This is an optimization exercise on Yosys and OpenROAD, whose aim is small area, a short achievable clock period and few clock cycles, not a production implementation.
In this exercise RTL edits were held to simulation tests only and were not proved equivalent to the original.
Power and IR drop assume default switching activity.

== wip/fjord ==
Design huffman, start of the top module:
module huffman(clk, reset, gray_valid, gray_data, CNT_valid, CNT1, CNT2, CNT3, CNT4, CNT5, CNT6,code_valid, HC1, HC2, HC3, HC4, HC5, HC6, M1, M2, M3, M4, M5, M6);
==> flow/config.mk <==
export PLATFORM = sky130hd
export DESIGN_NAME = huffman
export DESIGN_NICKNAME = huffman
export VERILOG_FILES = /design/flow/design.v
export SDC_FILE = /design/flow/constraint.sdc
export NUM_CORES = 4
export LEC_CHECK = 0
export CAP_MARGIN = 20
export CORE_MARGIN = 2
export CORE_UTILIZATION = 40
export SETUP_SLACK_MARGIN = 2.9
export SLEW_MARGIN = 20
==> flow/constraint.sdc <==
create_clock -name core_clock -period 5.0 [get_ports {clk}]
set_input_delay 1.0000 -clock core_clock [delete_from_list [all_inputs] [get_ports {clk}]]
set_output_delay 1.0000 -clock core_clock [all_outputs]
set_load 0.01 [all_outputs]
standard.sh (not shown) runs the stock make flow with config.mk's settings and CLKGATE_MAP_FILE= SYNTH_SCRIPT=/design/flow/synth_recipe.tcl, a recipe that flattens the netlist after the stock synthesis.
==> flow/flow/run.sh <==
#!/bin/bash
# Own flow: the standard synthesis and layout (standard.sh), with the
# port buffers made of the smallest plain buffer cell. The make output goes
# to layout.log here.
set -euo pipefail
bash standard.sh BUFFER_PORTS_ARGS="-buffer_cell sky130_fd_sc_hd__buf_1" finish > "$PWD/layout.log" 2>&1
Testbench counts of wip/fjord, summed over its fixed seeds: cycles 47,600.
Modified inputs, wip/delta compared to wip/fjord
# wip/fjord
export LEC_CHECK = 0
export CAP_MARGIN = 20
export CORE_MARGIN = 2
export CORE_UTILIZATION = 40
export SETUP_SLACK_MARGIN = 2.9
export SLEW_MARGIN = 20
create_clock -name core_clock -period 5.0 [get_ports {clk}]
# wip/delta
export LEC_CHECK = 0
export CAP_MARGIN = 20
export CORE_MARGIN = 2
export CORE_UTILIZATION = 40
export CTS_BUF_LIST = sky130_fd_sc_hd__clkbuf_4 sky130_fd_sc_hd__clkbuf_8
export SETUP_SLACK_MARGIN = 2.8
export SLEW_MARGIN = 20
create_clock -name core_clock -period 5.0 [get_ports {clk}]
[summary]
In summary, wip/delta completed successfully, with a layout that passed the timing, DRC and antenna checks.
Register-to-register slack sits lower in wip/delta than in wip/fjord.
Compared with wip/fjord, wip/delta improves final wirelength.
wip/delta vs. wip/fjord: post-route fraction of the period consumed by the critical path climbed 0.98 points, clock-pin slew on the worst setup and hold paths shows an increase of 20 ps.
Between wip/fjord and wip/delta, the number of multi-input combinational cells in the layout figures differ only marginally.
Compared with wip/fjord, in wip/delta final area decreased by 530 µm² relative to the old numbers, wire length on met2 -about 4%, number of hold buffers added after CTS neither gained nor lost much.
For wip/cedar, these inputs were changed with respect to wip/delta:
# wip/delta
export LEC_CHECK = 0
export CAP_MARGIN = 20
export CORE_MARGIN = 2
export CORE_UTILIZATION = 40
export CTS_BUF_LIST = sky130_fd_sc_hd__clkbuf_4 sky130_fd_sc_hd__clkbuf_8
export SETUP_SLACK_MARGIN = 2.8
export SLEW_MARGIN = 20
create_clock -name core_clock -period 5.0 [get_ports {clk}]
# wip/cedar
export LEC_CHECK = 0
export CAP_MARGIN = 20
export CORE_MARGIN = 2
export CORE_UTILIZATION = 40
export SETUP_SLACK_MARGIN = 3.0
export SLEW_MARGIN = 20
create_clock -name core_clock -period 5.0 [get_ports {clk}]
--- outcome ---
- wip/cedar: count of clock-buffer cells in the layout is 1 lower than what wip/delta reported.
- Number of buffers and inverters on the critical path was higher in the run labelled wip/delta.
- Diff wip/cedar..wip/delta | TritonCTS buffer count | unchanged
- Between wip/delta and wip/cedar, the flow reports power increasing by more than 10%.
- Diff wip/delta..wip/cedar | count of multi-input combinational gates | negligible
- Between wip/cedar and wip/delta, critical path depth is higher for wip/cedar, wip/delta comes in under that.
- Between wip/cedar and wip/delta, the number of buffers outside the clock class in the layout is lower for wip/delta.

## what the ideal ports hide
In the flow no input, the clock included, has a driving cell. The finished layouts below were timed again as built, in two steps.
Step 1 (the two cells are an assumption about what drives the block):
set clk [get_ports {clk}]
set_driving_cell -lib_cell sky130_fd_sc_hd__clkbuf_16 $clk
set_driving_cell -lib_cell sky130_fd_sc_hd__buf_2 [delete_from_list [all_inputs] $clk]
Step 2 adds t to the input delays and takes it off the output delays; t is the mean of the earliest and latest rising clock arrival at the registers after step 1. Input paths then give back, and output paths get back, about the clock's delay inside the block.
Three values: ideal, step 1, step 2; two values: the first two.
run	t, ns	setup WS [ns]	worst hold slack (ns)
wip/fjord	0.473	2.846 / 2.799 / 2.484	0.454 / 0.454 / 0.454
wip/delta	0.493	2.797 / 2.756 / 2.483	0.459 / 0.459 / 0.459
wip/cedar	0.469	2.850 / 2.850 / 2.562	0.458 / 0.458 / 0.458
After both steps setup and hold are still met in every run listed. For wip/fjord, which loses most, drivers alone change the setup slack by -0.047 ns; drivers and shift together by -0.362 ns.
